Context: an optimization exercise on an open-source flow, tuned for small area, a short achievable clock period and few clock cycles per item. The choices shown serve that exercise and are no tape-out recipe. Only simulation tests tie the RTL to the original design; equivalence was not proved. Power is estimated from default activity; no workload was simulated.

==> flow/design.v, too long to show whole: its modules and the start of the top module <==
// module multiplier32FP: 195 lines
// module add48: 555 lines
// module pg_grey: 3 lines
// module pg_black: 4 lines
// module sel2: 8 lines
// module mul24_cs: 2259 lines
// module fa_cell: 4 lines
// module ao22_cell: 3 lines
// module xor_cell: 3 lines
// module ha_cell: 4 lines
// module booth_enc: 5 lines
module multiplier32FP (
	input  logic        clk,
	input  logic        rst_n,
	input  logic        start_i,
	input  logic [31:0] a_i,
	input  logic [31:0] b_i,
	output logic        done_o,
	output logic        nan_o,
	output logic        infinit_o,
	output logic        overflow_o,
	output logic        underflow_o,
	output logic [31:0] product_o
);
  // ...
==> flow/flow/run.sh <==
#!/bin/bash
# Own layout flow: the standard ORFS flow (standard.sh) with two changes:
#  - the input and output ports are buffered with buf_4 cells instead of the
#    default port-buffer choice;
#  - timing repair aims for 8 ns of setup slack (the clock period and the
#    constraints are unchanged; this only makes repair work on paths that
#    already meet them).
# Each make step writes its own log under orfs/logs; the make output as a
# whole goes to standard.log.
set -euo pipefail
export BUFFER_PORTS_ARGS="-buffer_cell sky130_fd_sc_hd__buf_4"
export SETUP_SLACK_MARGIN=8
bash standard.sh > standard.log 2>&1
==> flow/standard.sh <==
#!/bin/bash
# synth_recipe.tcl (not shown) runs the flow's synth.tcl, then flattens the netlist and writes it again
# the make line also repeats each setting of config.mk as NAME=value (left out here)
make -C /OpenROAD-flow-scripts/flow DESIGN_CONFIG=/design/flow/config.mk WORK_HOME=/design/flow/orfs CLKGATE_MAP_FILE= SYNTH_SCRIPT=/design/flow/synth_recipe.tcl "${@:-finish}"
==> flow/config.mk <==
export PLATFORM = sky130hd
export DESIGN_NAME = multiplier32FP
export DESIGN_NICKNAME = multiplier32FP
export VERILOG_FILES = /design/flow/design.v
export SDC_FILE = /design/flow/constraint.sdc
export NUM_CORES = 4
export LEC_CHECK = 0
export CAP_MARGIN = 20
export CORE_MARGIN = 2
export CORE_UTILIZATION = 55
export PLACE_DENSITY = 0.72
export SLEW_MARGIN = 20
export SYNTH_HIERARCHICAL = 1
==> flow/constraint.sdc <==
create_clock -name core_clock -period 15.0 [get_ports {clk}]
set_input_delay 3.0000 -clock core_clock [delete_from_list [all_inputs] [get_ports {clk}]]
set_output_delay 3.0000 -clock core_clock [all_outputs]
set_load 0.01 [all_outputs]
==> impl_results.md, run 1 <==
* Met1 WL at 30100 µm
* Async SR Flop Fraction at 0.0162
* Top layer in use: met4
* #MultiIn Comb at 1942
* Gr ovfl total at 0
* Worst VDD drop at 0.209 mV
* Fill cells at between 3000 and 4000
* FF-to-FF setup slack at 9.35 ns
* Total number of vias at around 19000
* Crit-path max FO at 16
* Post-route setup slack at around 8 ns
* Power Internal at 2.99 mW
* Crit path required time at 12.00 ns
* Synth Area in Simple Gates at 0.0875
* Slew Limit Fails at 0
* Met2 routed WL at 31100 µm
* Hold Crit Depth at 2
* Inverters at 82
* Highest-power group: combinational logic
* Startpoint types: register
* Initial antenna violation count at 1
* Synth top area share at 0.224
* First-pass GRT wire length at 107000 µm
* Largest cells by area after synthesis: fa_1, xor2_1, dfxtp_1
* Total iterations of the first detailed-routing run at 6
* Status: complete, no violations
* Worst-Skew Late Latency at 0.45 ns
* Leak at roughly 11 nW
* Reg2Reg Capture Point: sh_r[15]$_DFF_P_
* Non-CTS buffers at 115
* Unrepaired setup endpoints after global routing: yes
* Synthesis warning total at 9
Testbench counts, summed over its fixed seeds: cycles 3,321, ops 3,200.
==> run 2, diff against run 1 <==
==> flow/flow/run.sh (replaced) <==
#!/bin/bash
# Own layout flow: the standard ORFS flow (standard.sh) with two changes:
#  - the input and output ports are buffered with buf_4 cells instead of the
#    default port-buffer choice;
#  - timing repair aims for 8.5 ns of setup slack (the clock period and the
#    constraints are unchanged; this only makes repair work on paths that
#    already meet them).
# Each make step writes its own log under orfs/logs; the make output as a
# whole goes to standard.log.
set -euo pipefail
export BUFFER_PORTS_ARGS="-buffer_cell sky130_fd_sc_hd__buf_4"
export SETUP_SLACK_MARGIN=8.5
bash standard.sh > standard.log 2>&1
==> impl_results.md, run 2 <==
* Largest net degree at the start of global routing at 72 (unchanged)
* Synthesis warning total at 9 (unchanged)
* CP max-delay cell: dfxtp_2 (was mux2_2)
* Synth top area share at 0.224 (unchanged)
* Area leader, netlist: fa_1 (unchanged)
* Initial antenna violation count at 0 (was 1)
* Die H at 212 µm (unchanged)
* Crit path buf inv count at 4 (was 3)
* Final hold violations at 0 (unchanged)
* Critical Path Most Common Cell: a21o_1 (unchanged)
* Commonest cells after routing, fill and taps aside: xor2_1, a22o_1, fa_1, dfxtp_1, a21o_1 (unchanged)
* Unrepaired setup endpoints after global routing: yes (unchanged)
* # DRC at 0 (unchanged)
* Critical path endpoint category: output port (unchanged)
* CTS Buf Count at 17 (unchanged)
* Mapped Area at 0.0238 mm² (unchanged)
* Total number of vias at 18955 (was 18502)
* Synth unique cells at 72 (unchanged)
* Fin crit share at 0.446 (was 0.462)
* Post-route ant nets at 0 (unchanged)
* Power Density at 235 mW/mm² (was 230 mW/mm²)
* Max Clock Skew at 0.0197 ns (was 0.0148 ns)
* Die X at 212 µm (unchanged)
* Relative slew margins at 0.285 (was 0.238)
* Seq/Total Area, Yosys at 0.162 (unchanged)
* DP HPWL at 51000 µm (was 51200 µm)
* Commonest register cell after synthesis: dfxtp_1 (unchanged)
* Via/cell ratio at 6.36 (was 6.29)
* GPL Wtd Cong at 0.943 (was 0.978)
* Worst VDD drop at 0.167 mV (was 0.209 mV)
* Most frequent cells after synthesis: xor2_1, a22o_1, fa_1 (unchanged)
* Fmax at 149 MHz (was 144 MHz)
* Port Buffers at 103 (unchanged)
* Max clock buf depth at 2 (unchanged)
* Slew Limit Fails at 0 (unchanged)
* Yosys reg bits at 185 (unchanged)
* Number of enable flip-flop cells after synthesis at 13 (unchanged)
* Worst-margin pin slew at 1.07 ns (was 1.14 ns)
* Largest cells by area after synthesis: fa_1, xor2_1, dfxtp_1 (unchanged)
* Setup TNS at 0 ns (unchanged)
* Layout cell share with drive strength beyond 1 at 0.167 (was 0.108)
* Met2 global-route usage at 0.507 (was 0.473)
* Detailed Route Iter0 Violations at 1897 (was 1775)
* Cts hold-fix bufs at 0 (unchanged)
* Total iterations of the first detailed-routing run at 6 (unchanged)
* Syn Area/Cell at 10.1 µm² (unchanged)
* CTS Sinks at 185 (unchanged)
* Crit path max-delay family: compound AO/OA/AOI/OAI gates (unchanged)
* Leak at 11.5 nW (was 11.1 nW)
* Row count at 76 (unchanged)
* Async SR Flop Fraction at 0.0162 (unchanged)
* # IOs at 104 (unchanged)
* Crit Path Class: register to output port (unchanged)
* Startpoint types: register (unchanged)
* Global routing met3 resource utilization at 0.0625 (was 0.0488)
* Antenna cells at 0 (unchanged)
* MaxCap Viol Count at 0 (unchanged)
* Crit path required time at 12.00 ns (about the same)
* Hold Path Class: register to register (unchanged)
* Number of global-route vias before repair at 19140 (was 18607)
* Gr busiest metal: met2 (unchanged)
* Setup violations, final at 0 (unchanged)
* Most common cell after layout, fill and taps aside: xor2_1 (unchanged)
* Overall Power at 6.24 mW (was 5.79 mW)
* Total track usage at 0.319 (was 0.310)
* Crit. path cell count at 16 (was 14)
* Worst-Skew Late Latency at 0.46 ns (was 0.45 ns)
* Critical-path cell list: ha_4 -> a21o_1 -> a21o_1 -> a21o_1 -> a21o_1 -> a21o_1 -> a21o_4 -> a21o_1 -> xor2_4 -> buf_12 -> buf_12 -> buf_16 -> mux2_4 -> a21oi_1 -> o21ai_1 -> buf_4 (was ha_1 -> a21o_1 -> a21o_1 -> a21o_1 -> a21o_1 -> a21o_1 -> a21o_4 -> a21o_1 -> xor2_4 -> buf_12 -> clkbuf_16 -> mux2_2 -> a221o_1 -> buf_4)
* Met1 GRT Util at 0.428 (was 0.433)
* First-pass GRT wire length at 110000 µm (was 107000 µm)
* Die ar. at 0.0449 mm² (unchanged)
* CORE AREA at 0.0429 mm² (unchanged)
* Hold Crit Depth at 2 (unchanged)
* Total wire length at 70800 µm (was 69000 µm)
* CTS tree: yes (unchanged)
* Minimum clock period at 6.70 ns (was 6.92 ns)
* Final net count at 2809 (was 2768)
* Worst-case reg-to-reg path depth at 20 (unchanged)
* Critical path data arrival time at 3.70 ns (was 3.92 ns)
* Post-synthesis instance total at 2347 (unchanged)
* H-tree depth at 4 (unchanged)
* Count leader, synth: xor2_1 (unchanged)
* Synthesis-to-finish area growth at 11.9% (was 5.70%)
* Clk root buf: clkbuf_16 (unchanged)
* Largest regs: c_r: 48 flops, s_r: 48 flops, sh_r: 47 flops (unchanged)
* Clock slew at reported path FFs at 0.08 ns (about the same)
* Crit-path max FO at 8 (was 16)
* Gr ovfl total at 0 (unchanged)
* Status: complete, no violations (unchanged)
* Initial Utilization at 0.554 (unchanged)
* Max incr delay on CP at 0.34 ns (was 0.38 ns)
* Wire length per cell at 23.8 µm (was 23.5 µm)
==> run 2: cell counts after synthesis <==
Identical to the previous run, type by type.
==> run 2: path summary, 6_finish.rpt <==
path                                  start                 end  slack (ns)
hold reg to reg            sh_r[41]$_DFF_P_    sh_r[40]$_DFF_P_        0.42
setup reg to reg                d_r$_DFF_P_    sh_r[22]$_DFF_P_        9.27
min in group asynchronous             rst_n  shifting$_DFF_PN0_        2.32
max in group asynchronous             rst_n      pend$_DFF_PN0_       12.57
hold / removal             sh_r[41]$_DFF_P_    sh_r[40]$_DFF_P_        0.42
setup / recovery            s_r[35]$_DFF_P_       product_o[14]        8.30
==> run 2: what timing repair did <==
action,4_1_cts,5_1_grt
setup buffers,22,18
endpoints found under the setup margin,73,66
gates cloned,5,0
gates resized for setup,166,65
hold endpoints to repair,0,0
pin swaps,33,11
==> run 2: layer usage <==
layer | up-vias | part of all wire
li1 | 8338 | -
met1 | 9548 | 0.42
met2 | 926 | 0.46
met3 | 143 | 0.082
met4 | 0 | 0.036
met5 | - | 0
==> run 2: area by class of cell <==
class | count | area [µm²]
clock inverter | 13 | 135
sequential | 185 | 3900
multi-input combinational | 1944 | 19700
timing repair buffer | 154 | 1430
fill | 3533 | 16300
tap | 585 | 732
clock buffer | 18 | 439
inverter | 82 | 308
==> run 2: metrics by stage <==
step	utilization	hold WS [ns]	area [µm²]	setup slack [ns]	std cells
final	0.620	0.418	26600	8.30	2981
after global routing	0.620	0.438	26600	8.19	2981
after CTS	0.610	0.421	26100	8.31	2963
after detailed placement	0.569	0.417	24400	7.57	2905
after global placement	0.568	0.409	24400	7.64	2905
after floorplan	-	0.407	24000	8.48	2377
==> run 2: power by group <==
part	switching, mW	internal, mW
registers	0.170	0.766
clock network	0.219	0.223
logic	2.55	2.31
total	2.94	3.30
==> run 2: cells by family after synthesis <==
group           Yosys count  share of synthesized area
compound gates          679                      0.225
xor+xnor                414                      0.153
simple gates            375                     0.0875
fa+ha+maj               358                      0.272
buf+inv                 250                     0.0625
flops                   185                      0.162
mux                      85                     0.0378
other cells               1                   0.000158
==> run 2: worst reg2reg max path: stages, from the launching register on <==
cell	delay, ns
dfxtp_1	0.54
and2_1	0.23
ha_1	0.18
inv_1	0.06
fa_1	0.39
nand2b_1	0.19
a21oi_1	0.21
a31oi_1	0.21
nor2_1	0.21
nor2_1	0.07
o22ai_2	0.63
mux2_2	0.43
ha_1	0.31
nand2_1	0.12
nand3b_1	0.09
o22ai_1	0.24
o211ai_1	0.22
mux2i_4	0.22
buf_4	0.58
mux2i_1	0.37
o22ai_1	0.10
==> run 2: modules after synthesis, one instance, submodules excluded, excerpt <==
module | flops+latches | cells
multiplier32FP | 185 | 851
mul24_cs | 0 | 146
booth_enc | 0 | 5
fa_cell | 0 | 1
ha_cell | 0 | 1
ao22_cell | 0 | 1
xor_cell | 0 | 1
add48 | 0 | 1
pg_grey | 0 | 1
==> run 3, diff against run 2 <==
==> flow/flow/run.sh (replaced) <==
#!/bin/bash
# Own layout flow: the standard ORFS flow (standard.sh) with two changes:
#  - the input and output ports are buffered with buf_4 cells instead of the
#    default port-buffer choice;
#  - timing repair aims for 8.8 ns of setup slack (the clock period and the
#    constraints are unchanged; this only makes repair work on paths that
#    already meet them).
# Each make step writes its own log under orfs/logs; the make output as a
# whole goes to standard.log.
set -euo pipefail
export BUFFER_PORTS_ARGS="-buffer_cell sky130_fd_sc_hd__buf_4"
export SETUP_SLACK_MARGIN=8.8
bash standard.sh > standard.log 2>&1
==> impl_results.md, run 3 <==
* Status: complete, no violations (unchanged)
* Post-layout util at 0.651 (was 0.620)
* DP HPWL at 50800 µm (was 51000 µm)
* Largest net degree at the start of global routing at 73 (was 72)
* Placed cell count at 2905 (unchanged)
* Total number of vias at 19476 (was 18955)
* Final Instance Count excl. Fillers at 3029 (was 2981)
* Die ar. at 0.0449 mm² (unchanged)
* H-tree depth at 4 (unchanged)
* Max incr delay on CP at 0.33 ns (was 0.34 ns)
* GPL Wtd Cong at 0.938 (was 0.943)
* Yosys reg bits at 185 (unchanged)
* Commonest cells after routing, fill and taps aside: xor2_1, a22o_1, fa_1, buf_4, dfxtp_1 (was xor2_1, a22o_1, fa_1, dfxtp_1, a21o_1)
* Leak at 12.0 nW (was 11.5 nW)
* Crit Path Class: register to output port (unchanged)
* Dpl cell area at 0.0247 mm² (was 0.0244 mm²)
* Max Clock Skew at 0.0119 ns (was 0.0197 ns)
* Gr busiest metal: met2 (unchanged)
* CTS tree: yes (unchanged)
* Largest regs: c_r: 48 flops, s_r: 48 flops, sh_r: 47 flops (unchanged)
* Critical-path cell list: ha_4 -> and2_1 -> and2_1 -> a21o_4 -> a21o_4 -> a21o_1 -> a21o_1 -> xor2_4 -> buf_12 -> buf_16 -> mux2_4 -> a211o_1 -> buf_6 (was ha_4 -> a21o_1 -> a21o_1 -> a21o_1 -> a21o_1 -> a21o_1 -> a21o_4 -> a21o_1 -> xor2_4 -> buf_12 -> buf_12 -> buf_16 -> mux2_4 -> a21oi_1 -> o21ai_1 -> buf_4)
* Synthesis-to-finish area growth at 17.4% (was 11.9%)
* Area leader, netlist: fa_1 (unchanged)
* Global routing met3 resource utilization at 0.0423 (was 0.0625)
* Worst-margin pin slew at 0.955 ns (was 1.07 ns)
* Commonest register cell after synthesis: dfxtp_1 (unchanged)
* Max clock buf depth at 2 (unchanged)
* Async SR Flop Fraction at 0.0162 (unchanged)
* Crit-path max FO at 8 (unchanged)
* Layout cell share with drive strength beyond 1 at 0.218 (was 0.167)
* # IOs at 104 (unchanged)
* Final net count at 2856 (was 2809)
* Via/cell ratio at 6.43 (was 6.36)
* Worst VDD drop at 0.202 mV (was 0.167 mV)
* CTS Sinks at 185 (unchanged)
* Row count at 76 (unchanged)
* First-pass GRT wire length at 111000 µm (was 110000 µm)
* Most frequent cells after synthesis: xor2_1, a22o_1, fa_1 (unchanged)
* Mapped Area at 0.0238 mm² (unchanged)
* Minimum clock period at 6.68 ns (was 6.70 ns)
* Largest cells by area after synthesis: fa_1, xor2_1, dfxtp_1 (unchanged)
* Crit path buf inv count at 3 (was 4)
* Detailed Route Iter0 Violations at 1978 (was 1897)
* Clock slew at reported path FFs at 0.07 ns (was 0.08 ns)
* Total wire length at 74800 µm (was 70800 µm)
* Clk root buf: clkbuf_16 (unchanged)
* Placement Setup Slack at 7.80 ns (was 7.57 ns)
* Unrepaired setup endpoints after global routing: yes (unchanged)
* Finished layout cell area at 0.0279 mm² (was 0.0266 mm²)
* Power Density at 232 mW/mm² (was 235 mW/mm²)
* Fmax at 150 MHz (was 149 MHz)
* Initial antenna violation count at 0 (unchanged)
* CP max-delay cell: dfxtp_2 (unchanged)
* Setup TNS at 0 ns (unchanged)
* Post-route ant nets at 0 (unchanged)
* Die X at 212 µm (unchanged)
* Crit path required time at 12.00 ns (about the same)
* Seq/Total Area, Yosys at 0.162 (unchanged)
* Post-route setup slack at 8.32 ns (was 8.30 ns)
* Synthesis warning total at 9 (unchanged)
* Post-synthesis instance total at 2347 (unchanged)
* Initial Utilization at 0.554 (unchanged)
* Antenna cells at 0 (unchanged)
* Die H at 212 µm (unchanged)
* Critical path data arrival time at 3.68 ns (was 3.70 ns)
* Fill cells at 3284 (was 3533)
* Setup violations, final at 0 (unchanged)
* Met1 GRT Util at 0.446 (was 0.428)
* Worst-Skew Late Latency at 0.45 ns (was 0.46 ns)
* Wire length per cell at 24.7 µm (was 23.8 µm)
* Number of global-route vias before repair at 19269 (was 19140)
* Most common cell after layout, fill and taps aside: xor2_1 (unchanged)
* Hold Path Class: register to register (unchanged)
* Count leader, synth: xor2_1 (unchanged)
* Gr ovfl total at 0 (unchanged)
* Critical path endpoint category: output port (unchanged)
* CORE AREA at 0.0429 mm² (unchanged)
* Final hold violations at 0 (unchanged)
* Crit path max-delay family: compound AO/OA/AOI/OAI gates (unchanged)
* CTS Buf Count at 17 (unchanged)
* Port Buffers at 103 (unchanged)
* Fin crit share at 0.446 (about the same)
* Synth unique cells at 72 (unchanged)
* Syn Area/Cell at 10.1 µm² (unchanged)
* Total track usage at 0.321 (was 0.319)
* # DRC at 0 (unchanged)
* Startpoint types: register (unchanged)
* Met2 global-route usage at 0.508 (was 0.507)
* MaxCap Viol Count at 0 (unchanged)
* Synth top area share at 0.224 (unchanged)
* Slew Limit Fails at 0 (unchanged)
* Number of enable flip-flop cells after synthesis at 13 (unchanged)
* Total iterations of the first detailed-routing run at 6 (unchanged)
* Relative slew margins at 0.357 (was 0.285)
## run 3: cell count changes in the layout (fill, tap and decap cells not counted), sizes merged
| cell | change |
|---|---|
| buf | +32 |
| bufbuf | +3 |
| clkbuf | +10 |
| clkinv | -2 |
| clkinvlp | -2 |
| inv | +3 |
| nand2 | +2 |
| o22ai | +2 |
## run 3: logic make-up (layout without fill, tap and decap cells)
kind of cell	Yosys count	after routing	synth area share
AOI/OAI and AO/OA	679	682	0.225
buffers and inverters	250	311	0.0625
other	1	31	0.000158
muxes	85	85	0.0378
DFF	185	185	0.162
xor gates and xnor gates	414	414	0.153
adders and majority gates	358	358	0.272
and+or+nand+nor	375	378	0.0875
## run 3: worst paths after layout
| path | startpoint | end | cells after the start | slack (ns) |
|---|---|---|---|---|
| max in group asynchronous | rst_n | pend$_DFF_PN0_ | 1 | 12.56 |
| min in group asynchronous | rst_n | done_o$_DFF_PN0_ | 1 | 2.33 |
| worst max-delay path | s_r[5]$_DFF_P_ | product_o[24] | 13 | 8.32 |
| worst min register to register | sh_r[39]$_DFF_P_ | sh_r[38]$_DFF_P_ | 2 | 0.41 |
| worst max register to register | d_r$_DFF_P_ | sh_r[24]$_DFF_P_ | 20 | 9.18 |
| worst min-delay path | sh_r[39]$_DFF_P_ | sh_r[38]$_DFF_P_ | 2 | 0.41 |
## run 3: tightest hold or removal path, stage by stage (launching register included)
cell     delay (ns)
dfxtp_1        0.30
inv_1          0.04
o21ai_1        0.04
## run 3: repair_timing
item                       in CTS  in global routing
pin swaps                      34                 46
setup endpoints to repair      87                103
gates resized for setup       155                123
hold buffers                    0                  0
setup buffers                  45                 27
cloned                          9                 11
## run 3: power by group
group	switching [mW]	total (mW)	internal [mW]
registers	0.174	0.938	0.764
logic	2.64	5.08	2.44
clock network	0.211	0.442	0.232
## run 3: layer usage
| metal | wire (µm) | part of all wire |
|---|---|---|
| met5 | 0 | 0 |
| met4 | 2880 | 0.038 |
| met3 | 6640 | 0.089 |
| met2 | 34900 | 0.47 |
| met1 | 30500 | 0.41 |
## run 3: final cells by class
| class | instances | area [µm²] | share of cell area |
|---|---|---|---|
| clock inverter | 12 | 100 | 0.00359 |
| tap | 585 | 732 | 0.0262 |
| sequential | 185 | 3890 | 0.139 |
| multi-input combinational | 1948 | 20300 | 0.728 |
| clock buffer | 20 | 468 | 0.0168 |
| timing repair buffer | 197 | 2090 | 0.0748 |
| inverter | 82 | 308 | 0.0110 |
## run 3: Yosys stat by module, one instance, submodules excluded, excerpt
module,times used,cells,flip-flops and latches
add48,1,1,0
fa_cell,264,1,0
pg_grey,46,1,0
mul24_cs,1,146,0
pg_black,84,2,0
multiplier32FP,1,851,185
ha_cell,70,1,0
xor_cell,347,1,0
booth_enc,24,5,0
## run 3: through the flow
stage	power, mW	hold slack, ns
2_1_floorplan	4.74	0.407
3_3_place_gp	5.20	0.409
3_5_place_dp	5.32	0.415
4_1_cts	6.13	0.418
5_1_grt	6.96	0.429
6_report	6.46	0.415
==> run 4, diff against run 3 <==
==> flow/flow/run.sh (replaced) <==
#!/bin/bash
# Own layout flow: the standard ORFS flow (standard.sh) with two changes:
#  - the input and output ports are buffered with buf_4 cells instead of the
#    default port-buffer choice;
#  - timing repair aims for 8 ns of setup slack (the clock period and the
#    constraints are unchanged; this only makes repair work on paths that
#    already meet them).
# Each make step writes its own log under orfs/logs; the make output as a
# whole goes to standard.log.
set -euo pipefail
export BUFFER_PORTS_ARGS="-buffer_cell sky130_fd_sc_hd__buf_4"
export SETUP_SLACK_MARGIN=8
bash standard.sh > standard.log 2>&1
--- a/flow/config.mk
+++ b/flow/config.mk
@@ -6,8 +6,8 @@
 export NUM_CORES = 4
 export LEC_CHECK = 0
-export CAP_MARGIN = 20
+export CAP_MARGIN = 0
 export CORE_MARGIN = 2
-export CORE_UTILIZATION = 55
-export PLACE_DENSITY = 0.72
-export SLEW_MARGIN = 20
+export CORE_UTILIZATION = 60
+export PLACE_DENSITY = 0.75
+export SLEW_MARGIN = 0
 export SYNTH_HIERARCHICAL = 1
==> impl_results.md, run 4 <==
* Crit-path max FO at 40 (was 8)
* Wire length per cell at 24.0 µm (was 24.7 µm)
* Row count at 72 (was 76)
* Relative slew margins at 0.0557 (was 0.357)
* Power Internal at 2.99 mW (was 3.43 mW)
* Crit path required time at 15.33 ns (was 12.00 ns)
* Clock slew at reported path FFs at 0.08 ns (was 0.07 ns)
* Worst VDD drop at 0.124 mV (was 0.202 mV)
* Number of enable flip-flop cells after synthesis at 13 (unchanged)
* Status: complete, no violations (unchanged)
* Die X at 203 µm (was 212 µm)
* Setup crit start: b_i[1] (was s_r[5]$_DFF_P_)
* Final net count at 2767 (was 2856)
* GPL Wtd Cong at 0.976 (was 0.938)
* Commonest cells after routing, fill and taps aside: xor2_1, a22o_1, fa_1, dfxtp_1, a21o_1 (was xor2_1, a22o_1, fa_1, buf_4, dfxtp_1)
* Total track usage at 0.334 (was 0.321)
* Critical path endpoint category: register (was output port)
* Port Buffers at 103 (unchanged)
* Worst R2R Start: d_r$_DFF_P_ (unchanged)
* MaxCap Viol Count at 0 (unchanged)
* Synth top area share at 0.224 (unchanged)
* Switching Share at 0.482 (was 0.469)
* Worst-Skew Late Latency at 0.45 ns (about the same)
* CTS tree: yes (unchanged)
* Largest net degree at the start of global routing at 73 (unchanged)
* Commonest register cell after synthesis: dfxtp_1 (unchanged)
* Slew Limit Fails at 0 (unchanged)
* Worst-margin pin slew at 1.41 ns (was 0.955 ns)
* Total iterations of the first detailed-routing run at 5 (was 6)
* Die H at 203 µm (was 212 µm)
* H-tree depth at 4 (unchanged)
* Post-route ant nets at 0 (unchanged)
* Synth unique cells at 72 (unchanged)
* Power Density at 231 mW/mm² (was 232 mW/mm²)
* CTS Buf Count at 17 (unchanged)
* Gate power share at 0.768 (was 0.786)
* Antenna cells at 0 (unchanged)
* DP HPWL at 51000 µm (was 50800 µm)
* Fin crit share at 0.463 (was 0.446)
* Most frequent cells after synthesis: xor2_1, a22o_1, fa_1 (unchanged)
* Count leader, synth: xor2_1 (unchanged)
* Max clock buf depth at 2 (unchanged)
* Die ar. at 0.0412 mm² (was 0.0449 mm²)
* Final hold violations at 0 (unchanged)
* Initial antenna violation count at 1 (was 0)
* Yosys reg bits at 185 (unchanged)
* Detailed Route Iter0 Violations at 1846 (was 1978)
* Mapped Area at 0.0238 mm² (unchanged)
* Leak at 11.1 nW (was 12.0 nW)
* Max Clock Skew at 0.0163 ns (was 0.0119 ns)
* Async SR Flop Fraction at 0.0162 (unchanged)
* Critical path data arrival time at 7.28 ns (was 3.68 ns)
* Largest cells by area after synthesis: fa_1, xor2_1, dfxtp_1 (unchanged)
* # DRC at 0 (unchanged)
* Seq/Total Area, Yosys at 0.162 (unchanged)
* Via/cell ratio at 6.52 (was 6.43)
* Fill cells at 3229 (was 3284)
* Hold Path Class: register to register (unchanged)
* Synthesis-to-finish area growth at 5.14% (was 17.4%)
* Overall Power at 5.77 mW (was 6.46 mW)
* Most common cell after layout, fill and taps aside: xor2_1 (unchanged)
* Startpoint types: input port (was register)
* Largest regs: c_r: 48 flops, s_r: 48 flops, sh_r: 47 flops (unchanged)
* Post-synthesis instance total at 2347 (unchanged)
* Setup violations, final at 0 (unchanged)
* First-pass GRT wire length at 107000 µm (was 111000 µm)
* Layout cell share with drive strength beyond 1 at 0.106 (was 0.218)
* Total number of vias at 18740 (was 19476)
* Syn Area/Cell at 10.1 µm² (unchanged)
* Reg power frac at 0.151 (was 0.145)
* # IOs at 104 (unchanged)
* Power share of the clock group at 0.081 (was 0.068)
* Total wire length at 69100 µm (was 74800 µm)
* Setup TNS at 0 ns (unchanged)
* Sw power at 2.78 mW (was 3.03 mW)
* Clk root buf: clkbuf_16 (unchanged)
* Crit Path Class: input port to register (was register to output port)
* Worst Hold Launch: sh_r[29]$_DFF_P_ (was sh_r[39]$_DFF_P_)
* Minimum clock period at 6.95 ns (was 6.68 ns)
* Cts hold-fix bufs at 0 (unchanged)
* Unrepaired setup endpoints after global routing: yes (unchanged)
* Initial Utilization at 0.611 (was 0.554)
* Area leader, netlist: fa_1 (unchanged)
* Number of global-route vias before repair at 19129 (was 19269)
* CORE AREA at 0.0389 mm² (was 0.0429 mm²)
* CTS Sinks at 185 (unchanged)
* Fmax at 144 MHz (was 150 MHz)
* Synthesis warning total at 9 (unchanged)
* Gr ovfl total at 0 (unchanged)
-- run 4: layout make-up --
type,count,area [µm²],area share
clock buffers,17,425,0.0170
clock inverters,15,188,0.00751
inverters,82,308,0.0123
multi-input cells,1942,18700,0.747
flip-flops and latches,185,3850,0.154
well taps,518,648,0.0259
repair buffers,114,902,0.0361
-- run 4: power groups by stage --
stage | Combinational, mW | Clock, mW | Sequential [mW]
CTS | 4.34 | 0.476 | 0.871
finish | 4.43 | 0.468 | 0.874
global placement | 4.19 | 0 | 0.879
global route | 4.84 | 0.493 | 0.891
detailed placement | 4.31 | 0 | 0.880
floorplan | 3.85 | 0 | 0.828
-- run 4: cell families (layout without fill, tap and decap cells) --
family / after synthesis / in the layout / synth area share
and+or+nand+nor: 375 / 375 / 0.0875
other: 1 / 31 / 0.000158
DFF: 185 / 185 / 0.162
buffers and inverters: 250 / 228 / 0.0625
xor gates and xnor gates: 414 / 414 / 0.153
muxes: 85 / 85 / 0.0378
AOI/OAI and AO/OA: 679 / 679 / 0.225
adders and majority gates: 358 / 358 / 0.272
-- run 4: per-layer routing --
| metal | share of wire | wire, µm | GRT usage | vias up |
|---|---|---|---|---|
| met1 | 0.42 | 29300 | 0.452 | 9423 |
| met4 | 0.034 | 2330 | 0.127 | 2 |
| met5 | 0.00072 | 50 | 0 | - |
| li1 | - | - | - | 8252 |
| met2 | 0.46 | 31900 | 0.534 | 903 |
| met3 | 0.080 | 5530 | 0.0591 | 160 |
-- run 4: repair_timing --
item | in CTS | in global routing
setup buffers | 0 | 1
endpoints found under the setup margin | 11 | 49
pin swaps | 0 | 1
gates cloned | 0 | 1
resized for setup | 3 | 14
-- run 4: final timing paths --
path / slack [ns] / to / cells past startpoint
max in group asynchronous: 12.55 / pend$_DFF_PN0_ / 1
min in group asynchronous: 2.34 / done_o$_DFF_PN0_ / 1
min: 0.43 / sh_r[28]$_DFF_P_ / 2
max: 8.05 / c_r[27]$_DFF_P_ / 11
max reg2reg: 9.29 / sh_r[24]$_DFF_P_ / 20
min reg2reg: 0.43 / sh_r[28]$_DFF_P_ / 2
-- run 4: modules after synthesis (local to each module, per instance), excerpt --
module,times used,cells inside,cell area [µm²],flops+latches
multiplier32FP,1,851,8120,185
mul24_cs,1,146,1010,0
booth_enc,24,5,38.8,0
fa_cell,264,1,20.0,0
pg_black,84,2,13.8,0
ha_cell,70,1,12.5,0
ao22_cell,300,1,8.76,0
xor_cell,347,1,8.76,0
add48,1,1,7.51,0
pg_grey,46,1,7.51,0
-- run 4: metrics by stage --
stage	util	instance area, µm²	hold slack [ns]	std cells	setup WS [ns]
2_1_floorplan	-	23900	0.407	2377	8.28
3_3_place_gp	0.623	24200	0.409	2839	7.60
3_5_place_dp	0.623	24200	0.418	2839	7.49
4_1_cts	0.639	24900	0.428	2871	8.03
5_1_grt	0.642	25000	0.440	2873	7.99
6_report	0.642	25000	0.426	2873	8.05
-- run 4: worst max-delay path, cell delays in order --
cell	delay [ns]
buf_4	0.52
nand2_1	0.14
o22ai_2	0.49
a22o_1	0.23
xor2_1	0.39
inv_1	0.11
fa_1	0.58
fa_1	0.45
fa_1	0.40
fa_1	0.52
fa_1	0.43
==> run 5, diff against run 4 <==
==> flow/flow/run.sh (replaced) <==
#!/bin/bash
# Own layout flow: the standard ORFS flow (standard.sh) with two changes:
#  - the input and output ports are buffered with buf_4 cells instead of the
#    default port-buffer choice;
#  - timing repair aims for 8.2 ns of setup slack (the clock period and the
#    constraints are unchanged; this only makes repair work on paths that
#    already meet them).
# Each make step writes its own log under orfs/logs; the make output as a
# whole goes to standard.log.
set -euo pipefail
export BUFFER_PORTS_ARGS="-buffer_cell sky130_fd_sc_hd__buf_4"
export SETUP_SLACK_MARGIN=8.2
bash standard.sh > standard.log 2>&1
==> impl_results.md, run 5 <==
* Status: complete, no violations (unchanged)
* Met2 routed WL at 32700 µm (was 31900 µm)
* # DRC at 0 (unchanged)
* Gr ovfl total at 0 (unchanged)
* Worst-case reg-to-reg path depth at 20 (unchanged)
* Switching Share at 0.478 (was 0.482)
* Synthesis warning total at 9 (unchanged)
* Worst Hold Launch: sh_r[41]$_DFF_P_ (was sh_r[29]$_DFF_P_)
* Power share of the clock group at 0.079 (was 0.081)
* Clock slew at reported path FFs at 0.08 ns (about the same)
* Critical path endpoint category: output port (was register)
* Detailed Route Iter0 Violations at 1931 (was 1846)
* Largest cells by area after synthesis: fa_1, xor2_1, dfxtp_1 (unchanged)
* Die ar. at 0.0412 mm² (unchanged)
* Gate power share at 0.768 (about the same)
* Largest regs: c_r: 48 flops, s_r: 48 flops, sh_r: 47 flops (unchanged)
* Crit path required time at 12.00 ns (was 15.33 ns)
* CTS Buf Count at 17 (unchanged)
* First-pass GRT wire length at 108000 µm (was 107000 µm)
* Worst-Skew Late Latency at 0.45 ns (about the same)
* Crit. path cell count at 14 (was 11)
* Initial Utilization at 0.611 (unchanged)
* CTS tree: yes (unchanged)
* Relative slew margins at 0.0572 (was 0.0557)
* Mapped Area at 0.0238 mm² (unchanged)
* Synthesis-to-finish area growth at 7.26% (was 5.14%)
* Placement Setup Slack at 7.49 ns (unchanged)
* Slew Limit Fails at 0 (unchanged)
* Top layer in use: met4 (was met5)
* Largest net degree at the start of global routing at 73 (unchanged)
* Total number of vias at 18890 (was 18740)
* Via/cell ratio at 6.57 (was 6.52)
* Hold Path Class: register to register (unchanged)
* Syn Area/Cell at 10.1 µm² (unchanged)
* Fill cells at 3166 (was 3229)
* Post-layout util at 0.655 (was 0.642)
* Crit path buf inv count at 3 (was 2)
* Crit path max-delay family: compound AO/OA/AOI/OAI gates (was adder cells)
* CTS Sinks at 185 (unchanged)
* Commonest cells after routing, fill and taps aside: xor2_1, a22o_1, fa_1, dfxtp_1, a21o_1 (unchanged)
* Leak at 11.1 nW (about the same)
* Row count at 72 (unchanged)
* Die H at 203 µm (unchanged)
* Async SR Flop Fraction at 0.0162 (unchanged)
* H-tree depth at 4 (unchanged)
* Total iterations of the first detailed-routing run at 5 (unchanged)
* Commonest register cell after synthesis: dfxtp_1 (unchanged)
* Critical-path cell list: ha_4 -> a21o_1 -> a21o_1 -> a21o_1 -> a21o_1 -> a21o_1 -> a21o_4 -> a21o_1 -> xor2_4 -> buf_12 -> clkbuf_16 -> mux2_2 -> a221o_1 -> buf_4 (was buf_4 -> nand2_1 -> o22ai_2 -> a22o_1 -> xor2_1 -> inv_1 -> fa_1 -> fa_1 -> fa_1 -> fa_1 -> fa_1)
* Total track usage at 0.336 (was 0.334)
* Power Internal at 3.11 mW (was 2.99 mW)
* Max incr delay on CP at 0.41 ns (was 0.58 ns)
* Number of enable flip-flop cells after synthesis at 13 (unchanged)
* Synth top area share at 0.224 (unchanged)
* Power Density at 234 mW/mm² (was 231 mW/mm²)
* Fmax at 148 MHz (was 144 MHz)
* CP max-delay cell: dfxtp_1 (was fa_1)
* Seq/Total Area, Yosys at 0.162 (unchanged)
* Setup TNS at 0 ns (unchanged)
* Area leader, netlist: fa_1 (unchanged)
* Fin crit share at 0.449 (was 0.463)
* Post-route ant nets at 0 (unchanged)
* Crit Path Class: register to output port (was input port to register)
* Post-route setup slack at 8.27 ns (was 8.05 ns)
* Post-synthesis instance total at 2347 (unchanged)
* Clk root buf: clkbuf_16 (unchanged)
* Die X at 203 µm (unchanged)
* Count leader, synth: xor2_1 (unchanged)
* GPL Wtd Cong at 0.976 (unchanged)
* CORE AREA at 0.0389 mm² (unchanged)
* Initial antenna violation count at 2 (was 1)
* Setup violations, final at 0 (unchanged)
* Final net count at 2768 (was 2767)
* Wire length per cell at 24.4 µm (was 24.0 µm)
* Yosys reg bits at 185 (unchanged)
* Most common cell after layout, fill and taps aside: xor2_1 (unchanged)
* Minimum clock period at 6.73 ns (was 6.95 ns)
* DP HPWL at 51000 µm (unchanged)
* Most frequent cells after synthesis: xor2_1, a22o_1, fa_1 (unchanged)
* Sw power at 2.85 mW (was 2.78 mW)
* Startpoint types: register (was input port)
* Max clock buf depth at 2 (unchanged)
* Synth unique cells at 72 (unchanged)
* Cts hold-fix bufs at 0 (unchanged)
* Worst R2R Start: d_r$_DFF_P_ (unchanged)
* Worst-margin pin slew at 1.41 ns (about the same)
* Hold Crit Depth at 2 (unchanged)
* Reg power frac at 0.154 (was 0.151)
* Number of global-route vias before repair at 19145 (was 19129)
* Unrepaired setup endpoints after global routing: yes (unchanged)
* Total wire length at 70100 µm (was 69100 µm)
* Met1 WL at 29200 µm (was 29300 µm)
* Layout cell share with drive strength beyond 1 at 0.125 (was 0.106)
* WL met3 at 5800 µm (was 5530 µm)
* Critical path data arrival time at 3.73 ns (was 7.28 ns)
* Max Clock Skew at 0.0166 ns (was 0.0163 ns)
* # IOs at 104 (unchanged)
* Setup crit start: c_r[31]$_DFF_P_ (was b_i[1])
* Port Buffers at 103 (unchanged)
* Final hold violations at 0 (unchanged)
* MaxCap Viol Count at 0 (unchanged)
* Critical Path Most Common Cell: a21o_1 (was fa_1)
* FF-to-FF setup slack at 9.28 ns (was 9.29 ns)
* Min Hold Slack at 0.426 ns (about the same)
* Worst VDD drop at 0.134 mV (was 0.124 mV)
* Crit-path max FO at 8 (was 40)
==> run 5: worst reg2reg max path, stage by stage, from the launching register on <==
cell and delay [ns]:
dfxtp_1 0.55, and2_1 0.20, ha_1 0.16, inv_1 0.05, fa_1 0.39, nand2b_1 0.19, a21oi_1 0.23, and3_1 0.22
o22a_1 0.18, o31ai_1 0.08, o22ai_2 0.66, mux2_2 0.44, ha_1 0.32, nand2_1 0.12, nand3b_1 0.08, o22ai_1 0.25
o211ai_1 0.21, mux2i_4 0.21, buf_4 0.56, mux2i_1 0.29, o2bb2ai_1 0.13
==> run 5: final cells by class <==
type	count	area, µm²	area share
Multi-Input combinational cell	1942	19100	0.749
Sequential cell	185	3860	0.151
Timing Repair Buffer	115	956	0.0375
Tap cell	518	648	0.0254
Clock buffer	17	425	0.0167
Inverter	82	308	0.0121
Clock inverter	15	188	0.00736
Antenna cell	1	2.50	0.0000981
==> run 5: worst paths after layout <==
check / to
max: product_o[28]
min: sh_r[40]$_DFF_P_
max reg2reg: sh_r[24]$_DFF_P_
min reg2reg: sh_r[40]$_DFF_P_
max in group asynchronous: pend$_DFF_PN0_
min in group asynchronous: done_o$_DFF_PN0_
==> run 5: Yosys stat by module (local to each module, per instance), a selection <==
module	cells inside	flops+latches	area [µm²]
add48	1	0	7.51
ao22_cell	1	0	8.76
booth_enc	5	0	38.8
fa_cell	1	0	20.0
ha_cell	1	0	12.5
mul24_cs	146	0	1010
multiplier32FP	851	185	8120
pg_black	2	0	13.8
pg_grey	1	0	7.51
xor_cell	1	0	8.76
==> run 5: metrics by stage <==
step / area [µm²] / power, mW / cells
2_1_floorplan: 23900 / 4.68 / 2377
3_3_place_gp: 24200 / 5.07 / 2839
4_1_cts: 25000 / 5.77 / 2873
5_1_grt: 25500 / 6.42 / 2875
3_5_place_dp: 24200 / 5.19 / 2839
6_report: 25500 / 5.96 / 2875
==> run 5: kinds of logic after synthesis <==
| family | count (synthesis) | share of synthesized area |
|---|---|---|
| multiplexers | 85 | 0.0378 |
| XOR/XNOR | 414 | 0.153 |
| other | 1 | 0.000158 |
| AND/OR/NAND/NOR | 375 | 0.0875 |
| adder cells (fa/ha/maj) | 358 | 0.272 |
| flip-flops | 185 | 0.162 |
| AO/OA/AOI/OAI | 679 | 0.225 |
| buffers and inverters | 250 | 0.0625 |
==> run 5: per-layer routing <==
layer  vias to the layer above  global-route usage
li1                       8259                   -
met1                      9535               0.453
met2                       939               0.534
met3                       157              0.0621
met4                         0               0.135
met5                         -                   0
==> run 5: what timing repair did <==
item	in CTS	in global routing
gates resized for setup	38	56
gates cloned	1	1
setup endpoints to repair	54	59
pin swaps	2	1
setup buffers	1	0
==> run 5: power groups by stage <==
stage                     combinational [mW]  clock [mW]  sequential, mW
after global routing                    4.99       0.493           0.930
after detailed placement                4.31           0           0.880
after CTS                               4.42       0.476           0.872
after global placement                  4.19           0           0.879
final                                   4.58       0.469           0.915
after floorplan                         3.85           0           0.828

-- separate check: timing with driven ports --
How much do the figures lean on ideal ports? The routed layouts below were timed once more, with nothing changed but the port constraints.
Step 1 (the two cells are an assumption about what drives the block):
set clk [get_ports {clk}]
set_driving_cell -lib_cell sky130_fd_sc_hd__clkbuf_16 $clk
set_driving_cell -lib_cell sky130_fd_sc_hd__buf_2 [delete_from_list [all_inputs] $clk]
Step 2 moves the port delays by t, midway between the first and last clock arrival at a register: inputs arrive t later, outputs are due t later. That takes back most of the time a late clock gives input paths.
Slacks: no drivers / after step 1 / after step 2; pairs: no drivers / after step 1.
| run | shift t [ns] | slack for setup (ns) | worst register clock-pin slew, ns | worst data-port slew with drivers (ns) |
|---|---|---|---|---|
| run 1 | 0.498 | 8.076 / 8.024 / 7.609 | 0.08 / 0.08 | 0.04 |
| run 2 | 0.504 | 8.304 / 8.249 / 8.068 | 0.08 / 0.08 | 0.07 |
| run 3 | 0.489 | 8.317 / 8.274 / 8.157 | 0.08 / 0.08 | 0.24 |
| run 4 | 0.486 | 8.052 / 8.060 / 7.574 | 0.08 / 0.08 | 0.05 |
| run 5 | 0.486 | 8.266 / 8.222 / 7.809 | 0.08 / 0.08 | 0.06 |
After both steps every run listed still meets setup and hold. For run 4, which loses most, drivers alone change the setup slack by +0.008 ns; drivers and shift together by -0.478 ns.
